Source: an optimization exercise on an open RTL-to-GDS flow (aim: small area). Production flows keep margins and buffers that such runs may drop. In this exercise RTL edits were held to simulation tests only and were not proved equivalent to the original. Power figures rest on the tool's default switching activity, not on a simulated workload.

**design/flow/config.mk**
```make
export PLATFORM = sky130hd
export DESIGN_NAME = test_lcd_ctrl
export DESIGN_NICKNAME = test_lcd_ctrl
export VERILOG_FILES = /design/flow/design.v
export SDC_FILE = /design/flow/constraint.sdc
export NUM_CORES = 4
export LEC_CHECK = 0
export ABC_AREA = 1
export CAP_MARGIN = 10
export CORE_MARGIN = 2
export CORE_UTILIZATION = 75
export SLEW_MARGIN = 10
```
**design/flow/constraint.sdc**
```tcl
create_clock -name core_clock -period 10.0 [get_ports {clk}]
set_input_delay 2.0000 -clock core_clock [delete_from_list [all_inputs] [get_ports {clk}]]
set_output_delay 2.0000 -clock core_clock [all_outputs]
set_load 0.01 [all_outputs]
```
**design/flow/design.v**
```verilog
module test_lcd_ctrl(
    input wire clk, input wire rst, output wire redled, output wire dbg_l2, output wire dbg_l3, output wire dbg_l4,
    input wire pSetButton, input wire pAlarmButton, input wire pTimerToggle0, input wire pTimerToggle1,
    input wire pButton0, input wire pButton1, input wire pButton2,
    output wire RS, output wire E, output wire RW,
    output wire LCD_DB0,
    output wire LCD_DB1,
    output wire LCD_DB2,
    output wire LCD_DB3,
    output wire LCD_DB4,
    output wire LCD_DB5,
    output wire LCD_DB6,
    output wire LCD_DB7,
    output wire buzzer
);
    wire [6:0] pin = ~{pButton0, pButton1, pButton2, pSetButton, pAlarmButton, pTimerToggle0, pTimerToggle1};
    reg [3:0] bcnt;
    reg [6:0] smp;
    reg [6:0] rise;
    always @(posedge clk) begin
        if (rst) begin
            bcnt <= 4'd1; smp <= 0; rise <= 0;
        end else if (bcnt == 4'd7) begin
            bcnt <= 4'd1; smp <= pin; rise <= pin & ~smp;
        end else bcnt <= {bcnt[2:0], bcnt[3] ^ bcnt[2]};
    end
    wire act = (bcnt == 4'd1);
    wire pul = (bcnt == 4'd2);
    wire b1 = pul & rise[6];
    wire b2 = pul & rise[5];
    wire b3 = pul & rise[4];
    reg [1:0] cm, tm;
    reg t12, alm_en, tmr_en;
    wire idle = (cm == 2'd0) && (tm == 2'd0);
    always @(posedge clk) begin
        if (rst) begin
            cm <= 0; tm <= 0; t12 <= 0; alm_en <= 0; tmr_en <= 0;
        end else if (act) begin
            if (rise[6] && idle) t12 <= ~t12;
            if (rise[5] && idle) alm_en <= ~alm_en;
            if (rise[4] && idle) tmr_en <= ~tmr_en;
            if (rise[1]) begin
                if (tm == 2'd0 && cm == 2'd0) tm <= 2'd1;
                if (tm == 2'd1 && cm == 2'd0) tm <= 2'd0;
            end
            if (rise[0]) begin
                if (tm == 2'd0 && cm == 2'd0) tm <= 2'd2;
                if (tm == 2'd2 && cm == 2'd0) tm <= 2'd0;
            end
            if (rise[3]) begin
                if (cm == 2'd0 && tm == 2'd0) cm <= 2'd1;
                else if (cm == 2'd1 && tm == 2'd0) cm <= 2'd3;
                else if (cm == 2'd3 && tm == 2'd0) cm <= 2'd0;
            end
            if (rise[2]) begin
                if (cm == 2'd0 && tm == 2'd0) cm <= 2'd2;
                if (cm == 2'd2 && tm == 2'd0) cm <= 2'd0;
            end
        end
    end
    assign redled = alm_en;
    assign dbg_l2 = tmr_en;
    assign dbg_l3 = tm[0];
    assign dbg_l4 = tm[1];
    reg [2:0] scr;
    always @(posedge clk) begin
        if (tm == 2'd0) scr <= (cm == 2'd0) ? 3'd0 : (cm == 2'd1) ? 3'd1 : (cm == 2'd3) ? 3'd2 : 3'd3;
        else scr <= tm[1] ? 3'd5 : 3'd4;
    end
    wire was_set = (scr != 3'd0);
    reg [9:0] dcnt;
    always @(posedge clk) begin
        if (rst || dcnt == 10'd982) dcnt <= 10'd1;
        else dcnt <= {dcnt[8:0], dcnt[9] ^ dcnt[6]};
    end
    wire tick = (dcnt == 10'd502);
    wire [1:0] ts_h1; wire [3:0] ts_h2; wire [2:0] ts_m1; wire [3:0] ts_m2; wire [2:0] ts_s1; wire [3:0] ts_s2;
    wire [1:0] as_st;
    wire [1:0] as_h1; wire [3:0] as_h2; wire [2:0] as_m1; wire [3:0] as_m2; wire [2:0] as_s1; wire [3:0] as_s2;
    wire [1:0] rs_h1; wire [3:0] rs_h2; wire [2:0] rs_m1; wire [3:0] rs_m2; wire [2:0] rs_s1; wire [3:0] rs_s2;
    settime u_tset(.clk(clk), .rst(rst), .upd(pul && cm == 2'd1), .i1(rise[6]), .i2(rise[5]), .i3(rise[4]), .first(!was_set), .ld(1'b0), .ldv(13'd0), .st(),
        .h1(ts_h1), .h2(ts_h2), .m1(ts_m1), .m2(ts_m2), .s1(ts_s1), .s2(ts_s2));
    settime u_aset(.clk(clk), .rst(rst), .upd(pul && cm == 2'd2), .i1(rise[6]), .i2(rise[5]), .i3(rise[4]), .first(!was_set),
        .ld(cm == 2'd2 && tm != 2'd0), .ldv({hh[5:0], mm[6:0]}), .st(as_st),
        .h1(as_h1), .h2(as_h2), .m1(as_m1), .m2(as_m2), .s1(as_s1), .s2(as_s2));
    settime u_rset(.clk(clk), .rst(rst), .upd(pul && tm == 2'd1), .i1(rise[6]), .i2(rise[5]), .i3(rise[4]), .first(!was_set), .ld(1'b0), .ldv(13'd0), .st(),
        .h1(rs_h1), .h2(rs_h2), .m1(rs_m1), .m2(rs_m2), .s1(rs_s1), .s2(rs_s2));
    reg [7:0] hr;
    reg [2:0] mi1; reg [3:0] mi2;
    reg [2:0] se1; reg [3:0] se2;
    wire se59 = (se1 == 3'd5) && (se2 == 4'd9);
    wire mi59 = (mi1 == 3'd5) && (mi2 == 4'd9);
    always @(posedge clk) begin
        if (rst) begin
            hr <= 0; mi1 <= 0; mi2 <= 0; se1 <= 0; se2 <= 0;
        end else if (tick) begin
            if (cm == 2'd1) begin
                hr <= {2'b00, ts_h1, ts_h2};
                mi1 <= ts_m1; mi2 <= ts_m2; se1 <= ts_s1; se2 <= ts_s2;
            end else if (cm == 2'd0) begin
                if (se2 == 4'd9) begin
                    se2 <= 0;
                    se1 <= (se1 == 3'd5) ? 3'd0 : se1 + 1'b1;
                end else se2 <= se2 + 1'b1;
                if (se59) begin
                    if (mi2 == 4'd9) begin
                        mi2 <= 0;
                        mi1 <= (mi1 == 3'd5) ? 3'd0 : mi1 + 1'b1;
                    end else mi2 <= mi2 + 1'b1;
                    if (mi59) begin
                        if (hr == 8'h23) hr <= 8'h00;
                        else if (hr == 8'h09 || hr == 8'h19) hr <= {2'b00, hr[5:4] + 2'd1, 4'd0};
                        else hr <= hr + 1'b1;
                    end
                end
            end
        end
    end
    reg [1:0] th1; reg [3:0] th2; reg [2:0] tm1; reg [3:0] tm2; reg [2:0] ts1; reg [3:0] ts2;
    reg tbuz;
    wire ts00 = (ts1 == 3'd0) && (ts2 == 4'd0);
    wire tm00 = (tm1 == 3'd0) && (tm2 == 4'd0);
    wire th00 = (th1 == 2'd0) && (th2 == 4'd0);
    always @(posedge clk) begin
        if (rst) begin
            th1 <= 0; th2 <= 0; tm1 <= 0; tm2 <= 0; ts1 <= 0; ts2 <= 0; tbuz <= 0;
        end else if (tick) begin
            if (tm == 2'd1) begin
                th1 <= rs_h1; th2 <= rs_h2; tm1 <= rs_m1; tm2 <= rs_m2; ts1 <= rs_s1; ts2 <= rs_s2;
                tbuz <= 0;
            end else if (!tbuz) begin
                tbuz <= ts00 && tm00 && th00;
                if (ts2 == 4'd0) begin
                    ts2 <= 4'd9;
                    ts1 <= (ts1 == 3'd0) ? 3'd5 : ts1 - 1'b1;
                end else ts2 <= ts2 - 1'b1;
                if (ts00) begin
                    if (tm2 == 4'd0) begin
                        tm2 <= 4'd9;
                        tm1 <= (tm1 == 3'd0) ? 3'd5 : tm1 - 1'b1;
                    end else tm2 <= tm2 - 1'b1;
                    if (tm00 && !th00) begin
                        if (th2 == 4'd0) begin
                            th2 <= 4'd9;
                            th1 <= th1 - 1'b1;
                        end else th2 <= th2 - 1'b1;
                    end
                end
            end
        end
    end
    wire norm = (cm == 2'd0) && (tm == 2'd0);
    wire use_tmr = (tm == 2'd1) || (tm == 2'd2);
    wire [7:0] h24 = use_tmr ? {2'b00, th1, th2} : (cm == 2'd2) ? {2'b00, as_h1, as_h2} : hr;
    wire [7:0] mm = use_tmr ? {1'b0, tm1, tm2} : (cm == 2'd2) ? {1'b0, as_m1, as_m2} : {1'b0, mi1, mi2};
    wire [7:0] ss = use_tmr ? {1'b0, ts1, ts2} : (cm == 2'd2) ? {1'b0, as_s1, as_s2} : {1'b0, se1, se2};
    wire am_pm = (hr > 8'h11) && norm;
    wire [5:0] hsub = hr[5:0] - ((hr[5:1] == 5'b10000) ? 6'h18 : 6'h12);
    wire [5:0] h12 = ((hr == 8'h00) || (hr == 8'h12)) ? 6'h12 : (am_pm ? hsub : hr[5:0]);
    wire [7:0] hh = (t12 && norm) ? {2'b00, h12} : h24;
    wire [12:0] ahm = {as_h1, as_h2, as_m1, as_m2};
    reg chg;
    reg ring;
    always @(posedge clk) begin
        chg <= was_set ? ((b1 | b2) & !as_st[1]) : (ahm != 13'd0);
        ring <= (cm == 2'd2 && tm == 2'd0 && was_set) ? !chg : ({hh, mm} == {2'b00, as_h1, as_h2, 1'b0, as_m1, as_m2});
    end
    assign buzzer = (ring && alm_en) || (tbuz && tmr_en);
    reg [1:0] dst;
    reg [1:0] sd_d1; reg [3:0] sd_d2; reg [1:0] sd_m1; reg [3:0] sd_m2; reg [3:0] sd_y1; reg [3:0] sd_y2; reg [2:0] sd_wd;
    wire dset = (cm == 2'd3);
    wire dclr = (scr != 3'd2);
    always @(posedge clk) begin
        if (rst) begin
            dst <= 0; sd_d1 <= 0; sd_d2 <= 0; sd_m1 <= 0; sd_m2 <= 0; sd_y1 <= 0; sd_y2 <= 0; sd_wd <= 0;
        end else if (dset) begin
            if (dclr) begin
                dst <= 0; sd_d1 <= 0; sd_d2 <= 0; sd_m1 <= 0; sd_m2 <= 0; sd_y1 <= 0; sd_y2 <= 0;
            end
            case (dst)
                2'd0: begin
                    if (b1) sd_d1 <= (sd_d1 == 2'd3) ? 2'd0 : sd_d1 + 1'b1;
                    if (b2) sd_d2 <= (sd_d2 == 4'd9) ? 4'd0 : sd_d2 + 1'b1;
                    if (b3) dst <= 2'd1;
                end
                2'd1: begin
                    if (b1) sd_m1 <= (sd_m1 == 2'd3) ? 2'd0 : sd_m1 + 1'b1;
                    if (b2) sd_m2 <= (sd_m2 == 4'd9) ? 4'd0 : sd_m2 + 1'b1;
                    if (b3) dst <= 2'd2;
                end
                2'd2: begin
                    if (b1) sd_y1 <= (sd_y1 == 4'd9) ? 4'd0 : sd_y1 + 1'b1;
                    if (b2) sd_y2 <= (sd_y2 == 4'd9) ? 4'd0 : sd_y2 + 1'b1;
                    if (b3) dst <= 2'd3;
                end
                default: begin
                    if (b1) sd_wd <= (sd_wd == 3'd6) ? 3'd0 : sd_wd + 1'b1;
                    if (b3) dst <= 2'd0;
                end
            endcase
        end
    end
    reg [5:0] day; reg [7:0] mon; reg [7:0] yr; reg [2:0] wd;
    reg p23, pd1, pm1, nday;
    always @(posedge clk) begin
        pd1 <= (day == 6'h01);
        pm1 <= (mon == 8'h01);
    end
    wire nmon = (day == 6'h01) && !pd1;
    wire nyr = (mon == 8'h01) && !pm1;
    wire feb = (mon == 8'h02);
    wire m30 = (mon[7:5] == 3'd0) && ((mon[4:3] == 2'b00) ^ mon[0]);
    wire m31 = (mon[7:5] == 3'd0) && !m30;
    always @(posedge clk) begin
        if (rst) begin
            nday <= 0; p23 <= 0;
            day <= 0; mon <= 0; yr <= 0; wd <= 0;
        end else begin
            nday <= (hr == 8'h00) && p23;
            p23 <= (hr == 8'h23);
            if (dset) begin
                yr <= {sd_y1, sd_y2}; mon <= {2'b00, sd_m1, sd_m2}; day <= {sd_d1, sd_d2}; wd <= sd_wd;
            end else begin
                if (nyr) begin
                    if (yr[3:0] == 4'h9) yr <= {yr[7:4] + 4'h1, 4'h0};
                    else yr <= yr + 1'b1;
                end
                if (nmon) begin
                    if (mon == 8'h12) mon <= 8'h01;
                    else if (mon == 8'h09) mon <= 8'h10;
                    else mon <= mon + 1'b1;
                end
                if (nday) begin
                    if (feb) begin
                        if (day == 6'h29) day <= 6'h01;
                        else if (day == 6'h28) day <= (yr[1:0] == 2'b00) ? 6'h29 : 6'h01;
                        else if (day[3:0] == 4'h9) day <= {day[5:4] + 2'h1, 4'h0};
                        else day <= day + 1'b1;
                    end else if (m30 || m31) begin
                        if (day == (m30 ? 6'h30 : 6'h31)) day <= 6'h01;
                        else if (day[3:0] == 4'h9) day <= {day[5:4] + 2'h1, 4'h0};
                        else day <= day + 1'b1;
                    end
                    wd <= (wd == 3'd6) ? 3'd0 : wd + 1'b1;
                end
            end
        end
    end
    reg [4:0] wcnt;
    reg ln;
    reg [3:0] pos;
    reg cmdf;
    reg sub, ib;
    reg rE, rRS;
    reg [7:0] rDB;
    wire intr = (wcnt == 5'd0);
    wire [4:0] lp = {ln, pos};
    reg [8:0] ient;
    always @(*) begin
        case (lp)
            5'd0: ient = 9'h038;
            5'd1: ient = 9'h00c;
            5'd2: ient = 9'h006;
            5'd3: ient = 9'h040;
            5'd4: ient = 9'h104;
            5'd5: ient = 9'h10e;
            5'd6: ient = 9'h10e;
            5'd7: ient = 9'h10e;
            5'd8: ient = 9'h11f;
            5'd9: ient = 9'h100;
            5'd10: ient = 9'h104;
            5'd11: ient = 9'h100;
            5'd12: ient = 9'h048;
            5'd13: ient = 9'h11f;
            5'd14: ient = 9'h11f;
            5'd15: ient = 9'h111;
            5'd16: ient = 9'h11b;
            5'd17: ient = 9'h11b;
            5'd18: ient = 9'h11b;
            5'd19: ient = 9'h11f;
            5'd20: ient = 9'h11f;
            default: ient = 9'hxxx;
        endcase
    end
    wire dlay = ln ? (scr == 3'd2) : (scr == 3'd0);
    wire t12l = t12 && (scr == 3'd0);
    wire [3:0] qd = pos - {3'd0, ln};
    wire [3:0] qt = pos + {3'd0, t12l};
    reg [7:0] wk0, wk1, wk2;
    always @(*) begin
        case (wd)
            3'd0: begin wk0 = 8'h53; wk1 = 8'h75; wk2 = 8'h6e; end
            3'd1: begin wk0 = 8'h4d; wk1 = 8'h6f; wk2 = 8'h6e; end
            3'd2: begin wk0 = 8'h54; wk1 = 8'h75; wk2 = 8'h65; end
            3'd3: begin wk0 = 8'h57; wk1 = 8'h65; wk2 = 8'h64; end
            3'd4: begin wk0 = 8'h54; wk1 = 8'h68; wk2 = 8'h75; end
            3'd5: begin wk0 = 8'h46; wk1 = 8'h72; wk2 = 8'h69; end
            3'd6: begin wk0 = 8'h53; wk1 = 8'h61; wk2 = 8'h74; end
            default: begin wk0 = 8'hxx; wk1 = 8'hxx; wk2 = 8'hxx; end
        endcase
    end
    reg [7:0] chr;
    always @(*) begin
        chr = 8'h20;
        if (dlay) begin
            case (qd)
                4'd0: chr = {6'b001100, day[5:4]};
                4'd1: chr = {4'h3, day[3:0]};
                4'd2, 4'd5: chr = 8'h2d;
                4'd3: chr = {4'h3, mon[7:4]};
                4'd4: chr = {4'h3, mon[3:0]};
                4'd6: chr = 8'h32;
                4'd7: chr = 8'h30;
                4'd8: chr = {4'h3, yr[7:4]};
                4'd9: chr = {4'h3, yr[3:0]};
                4'd10: chr = ln ? 8'h20 : 8'h2c;
                4'd11: chr = wk0;
                4'd12: chr = wk1;
                4'd13: chr = wk2;
                4'd14: chr = ln ? 8'h20 : (tmr_en ? 8'h01 : 8'h20);
                default: chr = ln ? 8'h20 : (alm_en ? 8'h00 : 8'h20);
            endcase
        end else if (ln) begin
            case (qt)
                4'd4: chr = {4'h3, hh[7:4]};
                4'd5: chr = {4'h3, hh[3:0]};
                4'd6, 4'd9: chr = 8'h3a;
                4'd7: chr = {4'h3, mm[7:4]};
                4'd8: chr = {4'h3, mm[3:0]};
                4'd10: chr = {4'h3, ss[7:4]};
                4'd11: chr = {4'h3, ss[3:0]};
                4'd13: chr = t12l ? (am_pm ? 8'h50 : 8'h41) : 8'h20;
                4'd14: chr = t12l ? 8'h4d : 8'h20;
                default: chr = 8'h20;
            endcase
        end else if (scr == 3'd5) begin
            case (pos)
                4'd0: chr = 8'h54;
                4'd1: chr = 8'h69;
                4'd2: chr = 8'h6d;
                4'd3: chr = 8'h65;
                4'd4: chr = 8'h72;
                default: chr = 8'h20;
            endcase
        end else begin
            case (pos)
                4'd0: chr = 8'h53;
                4'd1: chr = 8'h65;
                4'd2: chr = 8'h74;
                4'd4: chr = (scr == 3'd1) ? 8'h54 : (scr == 3'd2) ? 8'h44 : (scr == 3'd3) ? 8'h41 : 8'h54;
                4'd5: chr = (scr == 3'd1) ? 8'h69 : (scr == 3'd2) ? 8'h61 : (scr == 3'd3) ? 8'h6c : 8'h69;
                4'd6: chr = (scr == 3'd1) ? 8'h6d : (scr == 3'd2) ? 8'h74 : (scr == 3'd3) ? 8'h61 : 8'h6d;
                4'd7: chr = (scr == 3'd1) ? 8'h65 : (scr == 3'd2) ? 8'h65 : (scr == 3'd3) ? 8'h72 : 8'h65;
                4'd8: chr = (scr == 3'd3) ? 8'h6d : (scr == 3'd4) ? 8'h72 : 8'h20;
                default: chr = 8'h20;
            endcase
        end
    end
    always @(posedge clk) begin
        if (rst) begin
            wcnt <= 5'd22; ln <= 0; pos <= 0; cmdf <= 0; sub <= 0; ib <= 0;
            rE <= 0; rRS <= 0; rDB <= 0;
        end else begin
            if (intr) begin
                sub <= ~sub;
                if (!ib) begin
                    if (sub && lp == 5'd20) begin
                        ib <= 1; ln <= 0; pos <= 0; cmdf <= 1; wcnt <= 5'd21;
                    end else begin
                        if (sub) {ln, pos} <= lp + 1'b1;
                        wcnt <= 5'd22;
                    end
                end else begin
                    if (sub) begin
                        if (cmdf) cmdf <= 0;
                        else begin
                            {ln, pos} <= lp + 1'b1;
                            if (pos == 4'd15) cmdf <= 1;
                        end
                    end
                    wcnt <= rRS ? 5'd9 : 5'd21;
                end
            end else wcnt <= wcnt - 1'b1;
            if (sub) rE <= 0;
            else begin
                rE <= 1;
                {rRS, rDB} <= !ib ? ient : cmdf ? {2'b01, ln, 6'd0} : {1'b1, chr};
            end
        end
    end
    assign E = rE;
    assign RS = rRS;
    assign RW = 1'b0;
    assign {LCD_DB7, LCD_DB6, LCD_DB5, LCD_DB4, LCD_DB3, LCD_DB2, LCD_DB1, LCD_DB0} = rDB;
endmodule
module settime (
    input wire clk, input wire rst,
    input wire upd, input wire i1, input wire i2, input wire i3,
    input wire first,
    input wire ld, input wire [12:0] ldv,
    output reg [1:0] st,
    output reg [1:0] h1, output reg [3:0] h2,
    output reg [2:0] m1, output reg [3:0] m2,
    output reg [2:0] s1, output reg [3:0] s2
);
    always @(posedge clk) begin
        if (upd && first && !ld) st <= 0;
        else if (upd && !ld) begin
            case (st)
                2'd0: if (i3) st <= 2'd1;
                2'd1: if (i3) st <= 2'd2;
                default: if (i3) st <= 2'd0;
            endcase
        end
    end
    always @(posedge clk) begin
        if (rst || (upd && first && !ld)) begin
            h1 <= 0; h2 <= 0; m1 <= 0; m2 <= 0; s1 <= 0; s2 <= 0;
        end else if (ld) begin
            {h1, h2, m1, m2} <= ldv;
        end else if (upd) begin
            case (st)
                2'd0: begin
                    if (i1) h1 <= (h1 == 2'd2) ? 2'd0 : h1 + 1'b1;
                    if (i2) h2 <= (h2 == 4'd9) ? 4'd0 : h2 + 1'b1;
                end
                2'd1: begin
                    if (i1) m1 <= (m1 == 3'd5) ? 3'd0 : m1 + 1'b1;
                    if (i2) m2 <= (m2 == 4'd9) ? 4'd0 : m2 + 1'b1;
                end
                default: begin
                    if (i1) s1 <= (s1 == 3'd5) ? 3'd0 : s1 + 1'b1;
                    if (i2) s2 <= (s2 == 4'd9) ? 4'd0 : s2 + 1'b1;
                end
            endcase
        end
    end
endmodule
```
**design/flow/flow/run.sh**
```bash
#!/bin/bash
# Layout flow: the standard synthesis, then the combinational logic between
# the flip-flops re-mapped by ABC for area (flip-flops, their names and cells
# untouched; the result is proved equivalent before it is used), then the
# standard floorplan, placement, CTS (without dummy loads), routing and finish.
# Each tool's output goes to a log file of its own in this folder.
set -euo pipefail
W=$(pwd)
F=$W/flow
R=$W/orfs/results/${FLOW_PLATFORM}/test_lcd_ctrl/base
LIB=$FLOW_HOME/platforms/${FLOW_PLATFORM}/lib/sky130_fd_sc_hd__tt_025C_1v80.lib
YOSYS=$FLOW_HOME/../tools/install/yosys/bin/yosys
[[ -x $YOSYS ]] || YOSYS=$(command -v yosys)

bash standard.sh synth > $W/log_1_standard_synth.txt 2>&1

cp $R/1_2_yosys.v $W/synth_std.v
DU=""
for c in $(grep -oE "sky130_fd_sc_hd__(probe|lpflow)[a-z0-9_]*" $FLOW_HOME/platforms/${FLOW_PLATFORM}/config.mk | sort -u); do
  DU="$DU -dont_use $c"
done
echo "module sky130_fd_sc_hd__dfxtp_1(input CLK, input D, output Q); endmodule" > $W/ff_stub.v
cat > $W/resyn1.ys <<EOS
read_liberty -ignore_miss_func $LIB
read_verilog $W/synth_std.v
delete sky130_fd_sc_hd__dfxtp_1
read_verilog -lib $W/ff_stub.v
hierarchy -top $FLOW_TOP
flatten
opt -purge
abc -liberty $LIB $DU -script +strash;dc2;&get,-n;&deepsyn,-T,180;&put;dch,-f;&get,-n;&nf,-R,1000;&put;
opt_clean -purge
write_verilog -noattr -nohex -nodec $W/resyn_mid.v
EOS
cat > $W/resyn2.ys <<EOS
read_liberty -lib $LIB
read_verilog $W/resyn_mid.v
hierarchy -top $FLOW_TOP
splitnets
opt_clean -purge
hilomap -singleton -hicell sky130_fd_sc_hd__conb_1 HI -locell sky130_fd_sc_hd__conb_1 LO
insbuf -buf sky130_fd_sc_hd__buf_2 A X
check -assert -mapped
tee -o $W/resyn_stat.txt stat -liberty $LIB
write_verilog -noattr -nohex -nodec $W/synth_resyn.v
EOS
cat > $W/equiv.ys <<EOS
read_liberty -ignore_miss_func $LIB
read_verilog $W/std_cut.v
rename $FLOW_TOP gold
read_verilog $W/resyn_cut.v
rename $FLOW_TOP gate
hierarchy -check
flatten gold gate
opt_clean gold gate
miter -equiv -flatten -make_assert gold gate miter
hierarchy -top miter
sat -verify -prove-asserts miter
EOS
use=0
if $YOSYS -q $W/resyn1.ys > $W/log_2_resyn1.txt 2>&1 \
   && $YOSYS -q $W/resyn2.ys > $W/log_3_resyn2.txt 2>&1 \
   && python3 $F/cutff.py $W/synth_std.v $W/std_cut.v $W/ff_std.txt > $W/log_4_cut.txt 2>&1 \
   && python3 $F/cutff.py $W/synth_resyn.v $W/resyn_cut.v $W/ff_resyn.txt >> $W/log_4_cut.txt 2>&1 \
   && cmp -s $W/ff_std.txt $W/ff_resyn.txt \
   && [[ $(grep -c "sky130_fd_sc_hd__df" $W/synth_std.v) == $(grep -c "sky130_fd_sc_hd__df" $W/synth_resyn.v) ]] \
   && $YOSYS -q $W/equiv.ys > $W/log_5_equiv.txt 2>&1; then
  use=1
fi
echo "resynthesised netlist used: $use" | tee $W/log_6_choice.txt
if [[ $use == 1 ]]; then
  cp $W/synth_resyn.v $R/1_2_yosys.v
  rm -f $R/1_synth.odb $R/1_synth.sdc
fi

# CTS without dummy loads; the clustering settings are in cts_args.txt
export CTS_ARGS="$(cat $F/cts_args.txt)"
# every port still gets its own buffer, the smallest one
export BUFFER_PORTS_ARGS="-buffer_cell sky130_fd_sc_hd__buf_1"
bash standard.sh finish > $W/log_7_standard_finish.txt 2>&1
```
**design/flow/flow/cts_args.txt**
```
-sink_clustering_enable -repair_clock_nets -dont_use_dummy_load -sink_clustering_size 18 -sink_clustering_max_diameter 55 -buf_list {sky130_fd_sc_hd__clkbuf_8}
```
**design/flow/flow/cutff.py**
```python
import re, sys
# cut dfxtp flops of a flat netlist into ports, keyed by instance name
src = open(sys.argv[1]).read()
pat = re.compile(r'sky130_fd_sc_hd__dfxtp_\d+\s+(\\\S+|\S+)\s*\(\s*\.CLK\(([^()]*)\),\s*\.D\(([^()]*)\),\s*\.Q\(([^()]*)\)\s*\);', re.S)
flops = {}
def rep(m):
    name, clk, d, q = m.group(1), m.group(2), m.group(3).strip(), m.group(4).strip()
    flops[name] = (d, q)
    return ''
body = pat.sub(rep, src)
names = sorted(flops)
idx = {n: i for i, n in enumerate(names)}
key = open(sys.argv[3], 'w') if len(sys.argv) > 3 else None
ports = []
decl = []
for n in names:
    i = idx[n]; d, q = flops[n]
    ports += ['ffq_%d' % i, 'ffd_%d' % i]
    decl.append('  input ffq_%d;\n  output ffd_%d;\n  assign %s = ffq_%d;\n  assign ffd_%d = %s ;\n' % (i, i, q, i, i, d))
    if key: key.write('%d %s\n' % (i, n))
m = re.search(r'module\s+test_lcd_ctrl\s*\(', body)
body = body[:m.end()] + ' ' + ', '.join(ports) + ', ' + body[m.end():]
e = body.index(');', m.end()) + 2
body = body[:e] + '\n' + ''.join(decl) + body[e:]
open(sys.argv[2], 'w').write(body)
print(len(names), 'flops cut')
```
**design/flow/standard.sh**
```bash
#!/bin/bash
# synth_recipe.tcl (not shown) runs the flow's synth.tcl, then flattens the netlist and writes it again
# the make line also repeats each setting of config.mk as NAME=value (left out here)
make -C /OpenROAD-flow-scripts/flow DESIGN_CONFIG=/design/flow/config.mk WORK_HOME=/design/flow/orfs CLKGATE_MAP_FILE= SYNTH_SCRIPT=/design/flow/synth_recipe.tcl "${@:-finish}"
```
==> results.py, run 1 <==
metrics = {
    "run_status": {
        "status": "complete, no violations",
    },
    "global_routing": {
        "grt_max_degree": 43,
        "grt_overflow": 0,
        "grt_pass1_wl_um": 49580,
        "grt_pass1_vias": 10130,
        "antenna_found_initial": 0,
        "grt.total_usage_pct": 37.99,
    },
    "sta": {
        "drv_slew": 0,
        "hold_viol": 0,
        "fmax_mhz": 207.0,
        "period_needed_ps": 4832,
        "fin_skew_ps": 47.02,
        "max_slew_margin_pct": 10.91,
        "tightest_slew_ps": 1324,
        "rsz0062_at_grt": "no",
        "post-route-period-util_pct": 48.32,
        "setup_viol": 0,
        "finalSetupTns_ps": 0,
    },
    "min_path": {
        "hold_path.class": "flop to flop",
        "whs_path_depth": 1,
    },
    "job": {
        "maxCapViolCount": 0,
    },
    "detailed_routing": {
        "wl_um": 30900,
        "drtPass1Iterations": 6,
        "vias": 11110,
        "viasPerCell": 6.951,
        "dr.first_iter.drc_count": 1486,
        "drc_errors": 0,
        "wl_per_cell_um": 19.34,
        "ant_nets": 0,
    },
    "power": {
        "p_per_area_nw_per_um2": 128.1,
        "p_leak_nw": 4.123,
        "power.share.clock_pct": 30.2,
        "p_comb_share_pct": 5.2,
        "p_sw_share_pct": 24.00,
        "power.switching_mw": 0.3578,
        "worst_ir_drop_vdd_uv": 144.6,
        "seq_power_share_pct": 64.6,
        "p_int_mw": 1.133,
        "total_power_mw": 1.491,
    },
    "place": {
        "post-place-cells": 1579,
        "hpwl_um": 22610,
        "finalWeightedCongestion": 1.060,
        "port_buffers": 23,
    },
    "critical_path": {
        "path_class": "flop to flop",
        "arrival_ps": 5270,
        "worst_setup_path_start_kind": "flop",
        "end_kind": "flop",
        "critPathMaxFanout": 7,
        "rr_worst_depth": 15,
        "required_ps": 10440,
    },
    "cts": {
        "post-cts-setup-buffer-count": 0,
        "cts_tree": "built",
        "clockBufferDepth": 3,
        "cts.clk_slew.worst_paths_ps": 110,
        "cts_resized": 0,
        "htree_levels": 1,
        "hold_buffers": 0,
        "cts_sinks": 234,
        "clk-insertion-delay-late_ps": 540,
        "cts_buffers": 18,
        "clock-root-buffer": "clkbuf_8",
    },
    "yosys": {
        "yosys_warnings": 2,
        "synth_area_per_cell_um2": 8.067,
        "synthCells": 1366,
        "synth_nets": 1375,
        "syn_area_um2": 11020,
    },
    "cells_and_area": {
        "area_growth_pct": 5.632,
        "diodes": 0,
        "multi_input_area_um2": 6235,
        "layout-drive-gt1-share_pct": 1.980,
        "nFillCells": 989,
        "layout.nets": 1425,
        "mostFrequentLayoutCells": "dfxtp_1, nor2_1, nand2_1, a21oi_1, o21ai_0",
        "final_common_cell": "dfxtp_1",
        "fin_cells": 1598,
        "register_area_um2": 4684,
    },
    "die": {
        "ios": 25,
        "core.rowCount": 44,
        "die_h_um": 125.2,
        "core_um2": 14420,
        "start_util_pct": 76.40,
        "die_area_um2": 15680,
        "die_w_um": 125.2,
    },
}
layer usage:
metal	vias to the layer above	share of wire (%)	global-route usage, %
met2	617	46	62.31
li1	5190	-	-
met4	0	5.2	18.82
met5	-	0	0
met1	5166	40	49.24
met3	134	8.7	5.734
critical path, stage by stage, from the launching register on:
cell	delay, ps
dfxtp_1	390
nand4b_1	130
or4_1	660
nor4_1	490
nand2_1	190
or2_0	320
nor3_1	440
nand2b_1	190
nor2_1	230
nand2_1	120
or2_0	310
nor4_1	450
nor2b_1	230
nand2_1	80
or2_0	250
a32o_1	270
cell type report:
cell class,count,share of cell area (%)
well taps,184,1.978
multi-input cells,1105,53.56
clock buffers,18,2.128
inverters,26,0.8384
repair buffers,31,1.247
flip-flops and latches,234,40.25
state kept, by name, indices dropped and copies added (netlist names), 5 cells and up:
register	flops
rDB	8
hr	8
yr	8
dcnt	10
wcnt	5
rise	7
ient	8
day	6
smp	7
mon	8
power by group through the flow:
stage / registers, mW / clock network (mW) / logic, mW
after floorplan: 0.977 / 0 / 0.0520
after global placement: 0.983 / 0 / 0.0728
after detailed placement: 0.983 / 0 / 0.0746
after CTS: 0.962 / 0.451 / 0.0750
after global routing: 0.965 / 0.479 / 0.0857
final: 0.963 / 0.450 / 0.0781
per-stage QoR:
stage | utilization, % | area (µm²) | setup WS, ps | hold WS [ps]
after floorplan | - | 11020 | 5924 | 401.9
after global placement | 78.93 | 11380 | 4956 | 424.0
after detailed placement | 78.93 | 11380 | 4903 | 424.1
after CTS | 80.65 | 11630 | 5216 | 447.6
after global routing | 80.70 | 11640 | 4672 | 461.4
final | 80.70 | 11640 | 5168 | 445.7
path summary, 6_finish.rpt:
check | startpoint | end | slack [ps]
worst max-delay path | dcnt[6] | th1[1] | 5170
worst min-delay path | smp[0] | rise[0] | 450
worst max register to register | dcnt[6] | th1[1] | 5170
worst min register to register | smp[0] | rise[0] | 450
==> run 2: changes to the inputs <==
--- a/design/flow/config.mk
+++ b/design/flow/config.mk
@@ -9,4 +9,4 @@
 export CAP_MARGIN = 10
 export CORE_MARGIN = 2
-export CORE_UTILIZATION = 75
+export CORE_UTILIZATION = 65
 export SLEW_MARGIN = 10
==> results.py, run 2 <==
metrics = {
    "run_status": {
        "status": "complete, no violations",
    },
    "power": {
        "power.switching_mw": 0.3639,
        "p_sw_share_pct": 24.02,
        "p_int_mw": 1.151,
        "worst_ir_drop_vdd_uv": 138.9,
        "p_leak_nw": 4.148,
        "p_comb_share_pct": 5.2,
        "p_per_area_nw_per_um2": 129.2,
        "power.share.clock_pct": 31.2,
        "seq_power_share_pct": 63.6,
    },
    "critical_path": {
        "ff2ff_setup_slack_ps": 5150,
        "critPathMaxFanout": 7,
        "path_class": "flop to flop",
        "reg2reg_to": "th1[1]",
        "required_ps": 10440,
        "r2r_start": "dcnt[0]",
        "rr_worst_depth": 15,
        "arrival_ps": 5290,
        "worst_setup_path_start_kind": "flop",
        "end_kind": "flop",
        "crit_path_start": "dcnt[0]",
    },
    "min_path": {
        "hold_start": "dcnt[5]",
        "whs_endpoint": "dcnt[6]",
        "whs_path_depth": 2,
        "hold_path.class": "flop to flop",
    },
    "detailed_routing": {
        "vias": 10770,
        "drc_errors": 0,
        "viasPerCell": 6.574,
        "ant_nets": 0,
        "dr.first_iter.drc_count": 1119,
        "wl_per_cell_um": 18.57,
        "drtPass1Iterations": 6,
        "wl_um": 30410,
    },
    "global_routing": {
        "grt_pass1_wl_um": 49270,
        "grt_overflow": 0,
        "grt_max_degree": 43,
        "grt.total_usage_pct": 33.55,
        "grt_pass1_vias": 9574,
        "antenna_found_initial": 0,
    },
    "cts": {
        "clock-root-buffer": "clkbuf_8",
        "cts_tree": "built",
        "cts_sinks": 234,
        "post-cts-setup-buffer-count": 0,
        "cts_resized": 0,
        "clk-insertion-delay-late_ps": 550,
        "clockBufferDepth": 3,
        "cts.clk_slew.worst_paths_ps": 100,
        "cts_buffers": 20,
        "htree_levels": 1,
        "hold_buffers": 0,
    },
    "die": {
        "ios": 25,
        "die_h_um": 134.2,
        "core.rowCount": 47,
        "start_util_pct": 66.45,
        "core_um2": 16580,
        "die_w_um": 134.2,
        "die_area_um2": 18010,
    },
    "sta": {
        "fmax_mhz": 206.1,
        "hold_viol": 0,
        "max_slew_margin_pct": 18.72,
        "fin_skew_ps": 49.69,
        "tightest_slew_ps": 1206,
        "finalSetupTns_ps": 0,
        "post-route-period-util_pct": 48.51,
        "setup_viol": 0,
        "drv_slew": 0,
        "period_needed_ps": 4851,
        "setup_ws_ps": 5149,
        "rsz0062_at_grt": "no",
    },
    "cells_and_area": {
        "layout.nets": 1429,
        "diodes": 0,
        "largest_register_ffs": 10,
        "postLayoutCellArea_um2": 11730,
        "regMostFlops": "dcnt",
        "mostFrequentLayoutCells": "dfxtp_1, nor2_1, nand2_1, a21oi_1, o21ai_0",
        "layout-drive-gt1-share_pct": 2.257,
        "final_common_cell": "dfxtp_1",
        "area_growth_pct": 6.449,
    },
    "place": {
        "port_buffers": 23,
        "postPlaceCellArea_um2": 11450,
        "hpwl_um": 22750,
        "finalWeightedCongestion": 0.9830,
        "pre_cts_slack_ps": 4862,
    },
    "yosys": {
        "yosys_warnings": 2,
        "syn_area_um2": 11020,
        "synth_nets": 1375,
        "synth_area_per_cell_um2": 8.067,
        "synthCells": 1366,
    },
    "job": {
        "maxCapViolCount": 0,
    },
}
[run 2: changes by cell type in the layout (fill, tap and decap cells not counted)]
cell / delta
clkbuf_2: -1
buf_4: +3
clkbuf_8: +2
[run 2: stage by stage]
| step | utilization (%) | hold slack, ps | power (mW) | cells |
|---|---|---|---|---|
| 3_3_place_gp | 69.06 | 416.2 | 1.059 | 1618 |
| 3_5_place_dp | 69.06 | 424.3 | 1.061 | 1618 |
| 5_1_grt | 70.73 | 455.7 | 1.563 | 1638 |
| 2_1_floorplan | - | 401.9 | 1.029 | 1366 |
| 6_report | 70.73 | 437.7 | 1.515 | 1638 |
| 4_1_cts | 70.72 | 439.1 | 1.522 | 1638 |
[run 2: worst max-delay path by stage]
stage / to / slack (ps) / cells after the start
2_1_floorplan: ient[1] / 5920 / 12
3_3_place_gp: ient[1] / 4970 / 11
3_5_place_dp: ient[1] / 4860 / 11
4_1_cts: th1[1] / 5230 / 15
5_1_grt: th1[1] / 4810 / 15
6_report: th1[1] / 5150 / 15
[run 2: final cells by class]
type,instances,area [µm²]
clock buffers,20,275.3
inverters,26,97.59
fillers,1389,4853
well taps,220,275.3
flip-flops and latches,234,4684
multi-input cells,1105,6235
repair buffers,33,162.7
[run 2: power by group through the flow]
stage	Sequential, mW	Combinational [mW]	Clock [mW]
after floorplan	0.977	0.0520	0
after global placement	0.983	0.0755	0
after detailed placement	0.984	0.0769	0
after CTS	0.962	0.0771	0.482
after global routing	0.965	0.0873	0.511
final	0.963	0.0790	0.473
[run 2: worst max-delay path, stage by stage (launching register included)]
cell and delay, ps:
dfxtp_1 320, nand4b_1 170, or4_1 630, nor4_1 490, nand2_1 170, or2_0 310, nor3_1 420, nand2b_1 180
nor2_1 250, nand2_1 120, or2_0 310, nor4_1 520, nor2b_1 250, nand2_1 90, or2_0 260, a32o_1 270
[run 2: per-layer routing]
metal	up-vias	track usage, %	part of all wire, %
met4	0	11.11	3.5
li1	5202	-	-
met3	85	3.477	6.9
met1	5002	45.85	44
met2	480	55.81	46
met5	-	0	0
==> run 3: changes to the inputs <==
--- a/design/flow/design.v
+++ b/design/flow/design.v
@@ -151,5 +151,5 @@
     end
     wire norm = (cm == 2'd0) && (tm == 2'd0);
-    wire use_tmr = (tm == 2'd1) || (tm == 2'd2);
+    wire use_tmr = |tm;
     wire [7:0] h24 = use_tmr ? {2'b00, th1, th2} : (cm == 2'd2) ? {2'b00, as_h1, as_h2} : hr;
     wire [7:0] mm = use_tmr ? {1'b0, tm1, tm2} : (cm == 2'd2) ? {1'b0, as_m1, as_m2} : {1'b0, mi1, mi2};
@@ -254,5 +254,5 @@
     reg rE, rRS;
     reg [7:0] rDB;
-    wire intr = (wcnt == 5'd0);
+    wire intr = (wcnt == 5'd1);
     wire [4:0] lp = {ln, pos};
     reg [8:0] ient;
@@ -359,5 +359,5 @@
     always @(posedge clk) begin
         if (rst) begin
-            wcnt <= 5'd22; ln <= 0; pos <= 0; cmdf <= 0; sub <= 0; ib <= 0;
+            wcnt <= 5'd25; ln <= 0; pos <= 0; cmdf <= 0; sub <= 0; ib <= 0;
             rE <= 0; rRS <= 0; rDB <= 0;
         end else begin
@@ -366,8 +366,8 @@
                 if (!ib) begin
                     if (sub && lp == 5'd20) begin
-                        ib <= 1; ln <= 0; pos <= 0; cmdf <= 1; wcnt <= 5'd21;
+                        ib <= 1; ln <= 0; pos <= 0; cmdf <= 1; wcnt <= 5'd19;
                     end else begin
                         if (sub) {ln, pos} <= lp + 1'b1;
-                        wcnt <= 5'd22;
+                        wcnt <= 5'd25;
                     end
                 end else begin
@@ -379,7 +379,7 @@
                         end
                     end
-                    wcnt <= rRS ? 5'd9 : 5'd21;
+                    wcnt <= rRS ? 5'd23 : 5'd19;
                 end
-            end else wcnt <= wcnt - 1'b1;
+            end else wcnt <= {wcnt[3:0], wcnt[4] ^ wcnt[2]};
             if (sub) rE <= 0;
             else begin
--- a/design/flow/config.mk
+++ b/design/flow/config.mk
@@ -9,4 +9,4 @@
 export CAP_MARGIN = 10
 export CORE_MARGIN = 2
-export CORE_UTILIZATION = 65
+export CORE_UTILIZATION = 85
 export SLEW_MARGIN = 10
==> results.py, run 3 <==
metrics = {
    "yosys": {
        "syn_area_um2": 10990,
        "yosys_warnings": 2,
        "synthCells": 1350,
        "synth_area_per_cell_um2": 8.139,
        "synth_nets": 1359,
    },
    "die": {
        "die_w_um": 117.7,
        "core.rowCount": 41,
        "start_util_pct": 87.07,
        "die_h_um": 117.7,
    },
    "run_status": {
        "status": "did not finish",
        "stop_stage": "global placement without I/O",
        "error": "[ERROR GPL-0301] Utilization 101.360 % exceeds 100%.",
    },
}
==> run 4: changes to the inputs <==
--- a/design/flow/config.mk
+++ b/design/flow/config.mk
@@ -9,4 +9,4 @@
 export CAP_MARGIN = 10
 export CORE_MARGIN = 2
-export CORE_UTILIZATION = 85
+export CORE_UTILIZATION = 75
 export SLEW_MARGIN = 10
==> results.py, run 4 <==
metrics = {
    "cells_and_area": {
        "final_common_cell": "dfxtp_1",
        "regMostFlops": "dcnt",
        "area_growth_pct": 5.937,
        "layout.nets": 1400,
        "diodes": 0,
        "layout-drive-gt1-share_pct": 2.232,
        "utilization_pct": 80.49,
        "largest_register_ffs": 10,
        "mostFrequentLayoutCells": "dfxtp_1, nand2_1, nor2_1, a21oi_1, o21ai_0",
        "nFillCells": 1012,
    },
    "die": {
        "start_util_pct": 75.98,
        "die_w_um": 124.9,
        "core_um2": 14420,
        "die_h_um": 124.9,
        "ios": 25,
        "core.rowCount": 44,
        "die_area_um2": 15600,
    },
    "power": {
        "p_per_area_nw_per_um2": 130.7,
        "total_power_mw": 1.517,
        "p_leak_nw": 4.095,
        "worst_ir_drop_vdd_uv": 160.4,
    },
    "critical_path": {
        "worst_setup_path_start_kind": "flop",
        "critPathMaxFanout": 7,
        "rr_worst_depth": 20,
        "path_class": "flop to flop",
        "ff2ff_setup_slack_ps": 5050,
        "required_ps": 10390,
        "arrival_ps": 5330,
        "end_kind": "flop",
    },
    "sta": {
        "max_slew_margin_pct": 25.11,
        "fin_skew_ps": 48.51,
        "drv_slew": 0,
        "finalSetupTns_ps": 0,
        "period_needed_ps": 4948,
        "rsz0062_at_grt": "no",
        "setup_viol": 0,
        "fmax_mhz": 202.1,
        "hold_viol": 0,
        "post-route-period-util_pct": 49.48,
        "tightest_slew_ps": 1123,
    },
    "yosys": {
        "synth_area_per_cell_um2": 8.197,
        "yosys_warnings": 2,
        "syn_area_um2": 10960,
        "synth_nets": 1346,
        "synthCells": 1337,
    },
    "detailed_routing": {
        "viasPerCell": 6.887,
        "dr.first_iter.drc_count": 1418,
        "ant_nets": 0,
        "wl_um": 30790,
        "vias": 10830,
        "drtPass1Iterations": 6,
        "drc_errors": 0,
        "wl_per_cell_um": 19.58,
    },
    "cts": {
        "cts_buffers": 18,
        "cts_resized": 0,
        "cts_sinks": 234,
        "clockBufferDepth": 3,
        "hold_buffers": 0,
        "cts.clk_slew.worst_paths_ps": 110,
        "post-cts-setup-buffer-count": 0,
        "htree_levels": 1,
        "clock-root-buffer": "clkbuf_8",
        "clk-insertion-delay-late_ps": 540,
        "cts_tree": "built",
    },
    "place": {
        "finalWeightedCongestion": 1.012,
        "hpwl_um": 22340,
        "port_buffers": 23,
    },
    "global_routing": {
        "grt.total_usage_pct": 38.36,
        "grt_pass1_vias": 10130,
        "grt_overflow": 0,
        "grt_max_degree": 36,
        "grt_pass1_wl_um": 49720,
        "antenna_found_initial": 1,
    },
    "job": {
        "maxCapViolCount": 0,
    },
    "min_path": {
        "whs_path_depth": 2,
        "hold_path.class": "flop to flop",
    },
    "run_status": {
        "status": "complete, no violations",
    },
}
run 4: through the flow:
step / setup WS [ps] / hold slack [ps] / area [µm²] / std cells
6_report: 5052 / 438.2 / 11610 / 1573
5_1_grt: 4573 / 454.5 / 11610 / 1573
3_5_place_dp: 5088 / 429.4 / 11360 / 1555
2_1_floorplan: 5901 / 405.0 / 10960 / 1337
4_1_cts: 5160 / 441.7 / 11610 / 1573
3_3_place_gp: 5324 / 414.2 / 11360 / 1555
run 4: power breakdown:
part	switching, mW	internal, mW	total [mW]
logic	0.0591	0.0311	0.0902
registers	0.0223	0.946	0.969
clock network	0.295	0.163	0.458
run 4: critical path: stages, from the launching register on:
cell and delay (ps):
dfxtp_1 320, nand4b_1 200, or4_1 650, nor3_1 320, nand2_1 140, xor2_1 190
nand2_1 120, nor3_1 280, nand2_1 140, nor2_1 130, and3_1 260, and3_1 240
nand2_1 70, nor3_1 220, and2_0 320, and3_1 230, and2_0 200, a41o_1 150
a21oi_1 100, o21ai_0 160, mux2_1 350
run 4: path summary, 6_finish.rpt:
kind,endpoint,startpoint
max reg2reg,hr[5],dcnt[3]
max,hr[5],dcnt[3]
min reg2reg,dcnt[6],dcnt[5]
min,dcnt[6],dcnt[5]
run 4: area by class of cell:
type | count | area [µm²] | share of cell area, %
flip-flops and latches | 234 | 4684 | 40.35
clock buffers | 18 | 247.7 | 2.134
well taps | 184 | 230.2 | 1.983
multi-input cells | 1078 | 6180 | 53.23
inverters | 24 | 90.09 | 0.7759
repair buffers | 35 | 177.7 | 1.530
run 4: per-layer routing:
| metal | vias up | share of wire [%] | GRT usage [%] |
|---|---|---|---|
| met1 | 5018 | 40 | 48.23 |
| met2 | 595 | 46 | 63.23 |
| met4 | 0 | 4.9 | 18.76 |
| met3 | 127 | 9.0 | 7.775 |
| li1 | 5093 | - | - |
| met5 | - | 0 | 0 |
==> run 5: changes to the inputs <==
--- a/design/flow/config.mk
+++ b/design/flow/config.mk
@@ -7,6 +7,7 @@
 export LEC_CHECK = 0
 export ABC_AREA = 1
-export CAP_MARGIN = 10
+export CAP_MARGIN = 0
 export CORE_MARGIN = 2
 export CORE_UTILIZATION = 75
-export SLEW_MARGIN = 10
+export GPL_TIMING_DRIVEN = 0
+export SLEW_MARGIN = 0
==> results.py, run 5 <==
metrics = {
    "cts": {
        "htree_levels": 1,
        "hold_buffers": 0,
        "cts_buffers": 20,
        "cts_resized": 0,
        "cts_tree": "built",
        "clock-root-buffer": "clkbuf_8",
        "clk-insertion-delay-late_ps": 580,
        "cts_sinks": 234,
        "post-cts-setup-buffer-count": 0,
        "clockBufferDepth": 3,
        "cts.clk_slew.worst_paths_ps": 110,
    },
    "detailed_routing": {
        "wl_per_cell_um": 19.70,
        "vias": 11020,
        "wl_um": 31150,
        "ant_nets": 0,
        "viasPerCell": 6.967,
        "drc_errors": 0,
        "dr.first_iter.drc_count": 1455,
        "drtPass1Iterations": 8,
    },
    "global_routing": {
        "grt.total_usage_pct": 38.58,
        "grt_pass1_vias": 10080,
        "antenna_found_initial": 0,
        "grt_max_degree": 41,
        "grt_pass1_wl_um": 50310,
        "grt_overflow": 0,
    },
    "place": {
        "port_buffers": 23,
        "hpwl_um": 21840,
        "finalWeightedCongestion": 0.9712,
        "post-place-cells": 1560,
        "pre_cts_slack_ps": 5164,
    },
    "cells_and_area": {
        "diodes": 0,
        "layout-drive-gt1-share_pct": 2.147,
        "layout.nets": 1408,
        "regMostFlops": "dcnt",
        "multi_input_area_um2": 6180,
        "register_area_um2": 4684,
        "nFillCells": 949,
        "fin_cells": 1581,
        "area_growth_pct": 6.137,
        "final_common_cell": "dfxtp_1",
        "mostFrequentLayoutCells": "dfxtp_1, nand2_1, nor2_1, a21oi_1, o21ai_0",
        "largest_register_ffs": 10,
    },
    "critical_path": {
        "ff2ff_setup_slack_ps": 4900,
        "r2r_start": "dcnt[3]",
        "required_ps": 10450,
        "max_stage_delay_ps": 680,
        "critPathMaxFanout": 7,
        "crit_path_start": "dcnt[3]",
        "end_kind": "flop",
        "path_cells": "nand4b_1, or4_1, nor3_1, nand2_1, nor3_1, nand2_1, nor2_1, nand3_1, nor4_1, nand2_1, nor3b_1, nand2_1, nor2_1, nand3_1, o21ai_0, a21oi_1, o31ai_1, o21ai_0",
        "cpMostUsedCell": "nand2_1",
        "path_class": "flop to flop",
        "worst_setup_path_start_kind": "flop",
        "cpMaxStageDelayCell": "or4_1",
        "arrival_ps": 5550,
    },
    "sta": {
        "hold_ws_ps": 438.0,
        "rsz0062_at_grt": "no",
        "setup_ws_ps": 4901,
        "fmax_mhz": 196.1,
        "setup_viol": 0,
        "hold_viol": 0,
        "fin_skew_ps": 104.3,
        "tightest_slew_ps": 1403,
        "period_needed_ps": 5099,
        "drv_slew": 0,
        "finalSetupTns_ps": 0,
        "max_slew_margin_pct": 5.628,
        "post-route-period-util_pct": 50.99,
    },
    "die": {
        "core_um2": 14420,
        "start_util_pct": 76.18,
        "die_area_um2": 15640,
        "ios": 25,
        "die_w_um": 125.0,
        "die_h_um": 125.0,
        "core.rowCount": 44,
    },
    "power": {
        "p_per_area_nw_per_um2": 130.6,
        "worst_ir_drop_vdd_uv": 126.6,
        "total_power_mw": 1.523,
        "p_leak_nw": 4.144,
    },
    "yosys": {
        "synthCells": 1350,
        "synth_nets": 1359,
        "synth_area_per_cell_um2": 8.139,
        "yosys_warnings": 2,
        "syn_area_um2": 10990,
    },
    "job": {
        "maxCapViolCount": 0,
    },
    "min_path": {
        "hold_path.class": "flop to flop",
        "hold_start": "smp[2]",
    },
    "run_status": {
        "status": "complete, no violations",
    },
}
## run 5: worst paths after layout
check	end	cells after the start
setup / recovery	hr[2]	18
hold / removal	rise[2]	1
setup reg to reg	hr[2]	18
hold reg to reg	rise[2]	1
## run 5: layout make-up
cell class                      instances  area share (%)
Buffer                                  1         0.04291
Clock buffer                           20           2.360
Inverter                               36           1.159
Multi-Input combinational cell       1079           52.99
Sequential cell                       234           40.17
Tap cell                              184           1.974
Timing Repair Buffer                   27           1.309
## run 5: worst max-delay path: cells and delay by family, from the launching register on
kind,cells,cell delay [ps]
AO/OA/AOI/OAI,4,660
flip-flops,1,310
AND/OR/NAND/NOR,14,4000
## run 5: routing by layer
| metal | global-route usage (%) | vias to the layer above | part of all wire [%] |
|---|---|---|---|
| met1 | 53.24 | 5082 | 41 |
| li1 | - | 5125 | - |
| met2 | 59.81 | 666 | 44 |
| met4 | 17.06 | 0 | 4.5 |
| met5 | 0 | - | 0 |
| met3 | 6.846 | 142 | 11 |
## run 5: through the flow
step / cell area [µm²] / utilization [%]
finish: 11660 / 80.86
CTS: 11640 / 80.71
floorplan: 10990 / -
global placement: 11300 / 78.37
detailed placement: 11370 / 78.80
global route: 11660 / 80.86
## run 5: where the power goes
group,switching [mW],leakage [nW],total [mW],internal (mW)
combinational,0.0533,2.11,0.0817,0.0284
sequential,0.0172,1.89,0.962,0.945
clock,0.300,0.144,0.479,0.180
==> run 6: changes to the inputs <==
--- a/design/flow/flow/run.sh
+++ b/design/flow/flow/run.sh
@@ -29,5 +29,5 @@
 flatten
 opt -purge
-abc -liberty $LIB $DU -script +strash;dc2;&get,-n;&deepsyn,-T,180;&put;dch,-f;&get,-n;&nf,-R,1000;&put;
+abc -liberty $LIB $DU -script +strash;dc2;&get,-n;&deepsyn,-T,180;&put;dch,-f;&get,-n;&nf,-R,1000;&put;strash;dch,-f;&get,-n;&nf,-R,1000;&put;strash;dch,-f;&get,-n;&nf,-R,1000;&put;
 opt_clean -purge
 write_verilog -noattr -nohex -nodec $W/resyn_mid.v
--- a/design/flow/config.mk
+++ b/design/flow/config.mk
@@ -7,7 +7,6 @@
 export LEC_CHECK = 0
 export ABC_AREA = 1
-export CAP_MARGIN = 0
+export CAP_MARGIN = 10
 export CORE_MARGIN = 2
 export CORE_UTILIZATION = 75
-export GPL_TIMING_DRIVEN = 0
-export SLEW_MARGIN = 0
+export SLEW_MARGIN = 10
==> results.py, run 6 <==
metrics = {
    "run_status": {
        "status": "complete, no violations",
    },
    "cts": {
        "cts.clk_slew.worst_paths_ps": 110,
        "post-cts-setup-buffer-count": 0,
        "htree_levels": 1,
        "clock-root-buffer": "clkbuf_8",
        "hold_buffers": 0,
        "cts_resized": 0,
        "cts_sinks": 234,
        "cts_tree": "built",
        "clockBufferDepth": 3,
        "cts_buffers": 18,
        "clk-insertion-delay-late_ps": 540,
    },
    "global_routing": {
        "grt_pass1_wl_um": 48690,
        "antenna_found_initial": 1,
        "grt.total_usage_pct": 37.60,
        "grt_overflow": 0,
        "grt_pass1_vias": 9788,
        "grt_max_degree": 58,
    },
    "critical_path": {
        "required_ps": 10400,
        "arrival_ps": 5010,
        "path_cells": "nand4b_1, or4_1, nor2_1, nand3_1, nor3_1, nand2_1, nor2_1, and3_1, and3_1, nand2_1, nor3b_1, nand2_1, clkinv_1, nand2_1, o22ai_1, a21oi_1, o21ai_0, o21ai_0",
        "critPathMaxFanout": 6,
        "cp_num_buf_inv": 1,
        "worst_setup_path_start_kind": "flop",
        "end_kind": "flop",
        "path_class": "flop to flop",
        "cpMostUsedCell": "nand2_1",
        "cpMaxStageDelayCell": "or4_1",
        "max_stage_delay_ps": 580,
        "crit_family": "simple AND/OR/NAND/NOR gates",
    },
    "yosys": {
        "synthCells": 1340,
        "syn_area_um2": 10960,
        "yosys_warnings": 2,
        "synth_nets": 1349,
        "synth_area_per_cell_um2": 8.179,
    },
    "cells_and_area": {
        "area_growth_pct": 5.867,
        "layout-drive-gt1-share_pct": 2.157,
        "final_common_cell": "dfxtp_1",
        "mostFrequentLayoutCells": "dfxtp_1, nor2_1, nand2_1, a21oi_1, o21ai_0",
        "nFillCells": 1004,
        "diodes": 0,
        "regMostFlops": "dcnt",
        "layout.nets": 1402,
        "largest_register_ffs": 10,
    },
    "detailed_routing": {
        "drc_errors": 0,
        "wl_um": 30150,
        "wl_per_cell_um": 19.14,
        "vias": 10830,
        "viasPerCell": 6.877,
        "dr.first_iter.drc_count": 1343,
        "drtPass1Iterations": 6,
        "ant_nets": 0,
    },
    "sta": {
        "tightest_slew_ps": 1053,
        "finalSetupTns_ps": 0,
        "setup_viol": 0,
        "hold_viol": 0,
        "fin_skew_ps": 48.98,
        "rsz0062_at_grt": "no",
        "period_needed_ps": 4614,
        "post-route-period-util_pct": 46.14,
        "drv_slew": 0,
        "fmax_mhz": 216.7,
        "max_slew_margin_pct": 29.56,
    },
    "die": {
        "die_area_um2": 15600,
        "die_w_um": 124.9,
        "start_util_pct": 75.99,
        "core.rowCount": 44,
        "core_um2": 14420,
        "die_h_um": 124.9,
        "ios": 25,
    },
    "job": {
        "maxCapViolCount": 0,
    },
    "place": {
        "finalWeightedCongestion": 1.007,
        "hpwl_um": 22000,
        "port_buffers": 23,
    },
    "power": {
        "p_leak_nw": 4.198,
        "total_power_mw": 1.486,
        "worst_ir_drop_vdd_uv": 135.2,
        "p_per_area_nw_per_um2": 128.1,
    },
    "min_path": {
        "hold_path.class": "flop to flop",
    },
}
run 6: cell count changes in the layout (fill, tap and decap cells not counted), moves of 5 or more:
cell | previous run | this run
clkinv_1 | 36 | 27
a21oi_1 | 129 | 124
nor4_1 | 15 | 9
a31oi_1 | 25 | 20
nand3_1 | 26 | 13
o2111ai_1 | 1 | 6
and3_1 | 31 | 39
nor3_1 | 67 | 80
nor2_1 | 149 | 156
o21ai_0 | 106 | 101
buf_4 | 0 | 11
run 6: power by group:
| part | switching, mW | leakage, nW | internal, mW |
|---|---|---|---|
| combinational | 0.0500 | 2.18 | 0.0258 |
| clock | 0.290 | 0.129 | 0.163 |
| sequential | 0.0143 | 1.89 | 0.943 |
| total | 0.355 | 4.20 | 1.13 |
run 6: area by class of cell:
class / instances / area, µm² / share of cell area (%)
Multi-Input combinational cell: 1078 / 6170 / 53.17
Tap cell: 184 / 230.2 / 1.984
Inverter: 27 / 101.3 / 0.8734
Sequential cell: 234 / 4684 / 40.37
Timing Repair Buffer: 34 / 170.2 / 1.466
Clock buffer: 18 / 247.7 / 2.135
run 6: metrics by stage:
step           cells  utilization (%)  area [µm²]  hold WS [ps]  worst slack, ps
5_1_grt         1575            80.45       11600         431.8             4981
6_report        1575            80.45       11600         419.4             5386
3_5_place_dp    1557            78.73       11360         425.4             5411
4_1_cts         1575            80.45       11600         416.7             5549
2_1_floorplan   1340                -       10960         406.7             6008
3_3_place_gp    1557            78.73       11360         421.3             5579
run 6: per-layer routing:
| layer | up-vias | share of wire (%) | GRT usage, % |
|---|---|---|---|
| met4 | 2 | 3.3 | 13.20 |
| met5 | - | 0.043 | 0 |
| met3 | 99 | 10 | 7.818 |
| li1 | 5062 | - | - |
| met1 | 5025 | 43 | 52.85 |
| met2 | 643 | 43 | 57.89 |
run 6: final timing paths:
kind         startpoint       to  slack [ps]  cells past startpoint
max             dcnt[3]    hr[2]        5390                     18
min              smp[3]  rise[3]         420                      1
max reg2reg     dcnt[3]    hr[2]        5390                     18
min reg2reg      smp[3]  rise[3]         420                      1
==> run 7: changes to the inputs <==
--- a/design/flow/flow/run.sh
+++ b/design/flow/flow/run.sh
@@ -29,5 +29,5 @@
 flatten
 opt -purge
-abc -liberty $LIB $DU -script +strash;dc2;&get,-n;&deepsyn,-T,180;&put;dch,-f;&get,-n;&nf,-R,1000;&put;strash;dch,-f;&get,-n;&nf,-R,1000;&put;strash;dch,-f;&get,-n;&nf,-R,1000;&put;
+abc -liberty $LIB $DU -script +strash;dc2;&get,-n;&deepsyn,-T,600;&put;dch,-f;&get,-n;&nf,-R,1000;&put;
 opt_clean -purge
 write_verilog -noattr -nohex -nodec $W/resyn_mid.v
==> results.py, run 7 <==
metrics = {
    "run_status": {
        "status": "complete, no violations",
    },
    "cells_and_area": {
        "largest_register_ffs": 10,
        "postLayoutCellArea_um2": 11660,
        "regMostFlops": "dcnt",
        "area_growth_pct": 6.149,
        "final_common_cell": "dfxtp_1",
        "mostFrequentLayoutCells": "dfxtp_1, nor2_1, nand2_1, a21oi_1, o21ai_0",
        "layout.nets": 1416,
        "diodes": 0,
        "layout-drive-gt1-share_pct": 2.491,
    },
    "cts": {
        "htree_levels": 1,
        "post-cts-setup-buffer-count": 0,
        "cts_tree": "built",
        "cts_sinks": 234,
        "clock-root-buffer": "clkbuf_8",
        "hold_buffers": 0,
        "clockBufferDepth": 3,
        "cts.clk_slew.worst_paths_ps": 110,
        "cts_buffers": 18,
        "cts_resized": 0,
        "clk-insertion-delay-late_ps": 550,
    },
    "detailed_routing": {
        "viasPerCell": 6.826,
        "vias": 10850,
        "drc_errors": 0,
        "met2_length_um": 12940,
        "dr.first_iter.drc_count": 1458,
        "wl_per_cell_um": 18.77,
        "wl_met3_um": 3105,
        "drtPass1Iterations": 7,
        "wl_met1_um": 12610,
        "topRoutingLayerUsed": "met4",
        "ant_nets": 0,
        "wl_um": 29830,
    },
    "sta": {
        "tightest_slew_ps": 1176,
        "fmax_mhz": 208.7,
        "fin_skew_ps": 84.77,
        "setup_viol": 0,
        "finalSetupTns_ps": 0,
        "rsz0062_at_grt": "no",
        "period_needed_ps": 4791,
        "hold_viol": 0,
        "hold_ws_ps": 438.5,
        "max_slew_margin_pct": 21.32,
        "post-route-period-util_pct": 47.91,
        "drv_slew": 0,
    },
    "global_routing": {
        "grt_overflow": 0,
        "grt_max_degree": 58,
        "grt.total_usage_pct": 37.30,
        "grt_pass1_wl_um": 48870,
        "grt_pass1_vias": 9920,
        "antenna_found_initial": 0,
    },
    "critical_path": {
        "path_class": "flop to flop",
        "cpMostUsedCell": "or4_1",
        "worst_setup_path_start_kind": "flop",
        "arrival_ps": 5250,
        "end_kind": "flop",
        "required_ps": 10460,
        "cpMaxStageDelayCell": "or4_1",
        "rr_worst_depth": 12,
        "path_cells": "nand4b_1, or4_1, or4_1, or3_1, nor4_1, nand3_1, or2_0, nor3_1, a21boi_0, nor2_1, or4_1, nand3_1",
        "critPathMaxFanout": 7,
        "max_stage_delay_ps": 660,
    },
    "place": {
        "postPlaceCellArea_um2": 11420,
        "finalWeightedCongestion": 1.053,
        "port_buffers": 23,
        "hpwl_um": 21680,
    },
    "die": {
        "ios": 25,
        "start_util_pct": 76.18,
        "die_h_um": 125.0,
        "core.rowCount": 44,
        "die_area_um2": 15640,
        "core_um2": 14420,
        "die_w_um": 125.0,
    },
    "power": {
        "worst_ir_drop_vdd_uv": 152.1,
        "seq_power_share_pct": 64.4,
        "power.switching_mw": 0.3558,
        "power.share.clock_pct": 30.1,
        "p_comb_share_pct": 5.5,
        "p_per_area_nw_per_um2": 127.9,
        "p_int_mw": 1.136,
        "p_sw_share_pct": 23.85,
        "p_leak_nw": 4.167,
    },
    "min_path": {
        "whs_path_depth": 2,
        "hold_path.class": "flop to flop",
    },
    "yosys": {
        "syn_area_um2": 10990,
        "synth_area_per_cell_um2": 8.139,
        "yosys_warnings": 2,
        "synthCells": 1350,
        "synth_nets": 1359,
    },
    "job": {
        "maxCapViolCount": 0,
    },
}
[run 7: cell count changes in the layout (fill, tap and decap cells not counted), moves of 5 or more]
cell / previous run / this run
nand3_1: 13 / 26
nor3_1: 80 / 68
clkinv_1: 27 / 36
and3_1: 39 / 31
nor2_1: 156 / 150
nor4_1: 9 / 15
o21ai_0: 101 / 107
a21oi_1: 124 / 129
a31oi_1: 20 / 25
o2111ai_1: 6 / 1
[run 7: path summary, 6_finish.rpt]
check,startpoint,endpoint,slack [ps]
worst max-delay path,dcnt[3],th2[3],5210
worst min-delay path,ient[5],rDB[5],440
worst max register to register,dcnt[3],th2[3],5210
worst min register to register,ient[5],rDB[5],440
[run 7: routing by layer]
metal	GRT usage, %	up-vias
li1	-	5117
met1	52.72	4981
met2	56.59	637
met3	7.403	112
met4	14.90	0
met5	0	-
[run 7: area by class of cell]
cell class / count / area [µm²]
inverter: 36 / 135.1
clock buffer: 18 / 247.7
tap: 184 / 230.2
fill: 1027 / 2760
sequential: 234 / 4684
multi-input combinational: 1079 / 6166
timing repair buffer: 38 / 200.2
[run 7: worst max-delay path, delay by kind of cell, from the launching register on]
family             cells  cell delay (ps)
and+or+nand+nor       11             4020
DFF                    1              320
AOI/OAI and AO/OA      1              370
[run 7: stage by stage]
stage	util [%]	setup slack, ps	cells	total power [mW]
2_1_floorplan	-	5985	1350	1.031
3_3_place_gp	79.15	5442	1571	1.058
3_5_place_dp	79.15	5231	1571	1.061
4_1_cts	80.86	5300	1589	1.491
5_1_grt	80.86	4711	1589	1.532
6_report	80.86	5209	1589	1.492
[run 7: power by group through the flow]
stage	Combinational, mW	Sequential [mW]	Clock, mW
after floorplan	0.0551	0.976	0
after global placement	0.0770	0.981	0
after detailed placement	0.0791	0.982	0
after CTS	0.0797	0.960	0.451
after global routing	0.0904	0.963	0.479
final	0.0816	0.961	0.449

==> static timing again, ports no longer ideal <==
Ports are ideal in the flow. The routed layouts listed here were re-timed in OpenROAD. Step 1, drivers: a clkbuf_16 drives clk and a buf_2 each remaining input, both assumed. Step 2, shift: input delay + t, output delay - t, t = (earliest + latest rising clock arrival at the registers) / 2. This alone moves slack from input paths to output paths. a / b / c = no drivers / after step 1 / after step 2; a / b = the first two.
| run | t, ns | setup WS [ns] | clock arrival spread, ns |
|---|---|---|---|
| run 1 | 0.556 | 5.168 / 5.168 / 4.813 | 0.048 / 0.049 |
| run 2 | 0.564 | 5.149 / 5.149 / 4.777 | 0.050 / 0.050 |
| run 4 | 0.562 | 5.052 / 5.052 / 5.007 | 0.049 / 0.049 |
| run 5 | 0.563 | 4.901 / 4.901 / 4.901 | 0.105 / 0.106 |
| run 6 | 0.561 | 5.386 / 5.386 / 5.198 | 0.049 / 0.049 |
| run 7 | 0.549 | 5.209 / 5.209 / 5.209 | 0.085 / 0.085 |
After both steps every run listed still meets setup and hold. The setup slack of run 2, which loses most, moves by 0.000 ns with the drivers and by -0.372 ns with both steps.
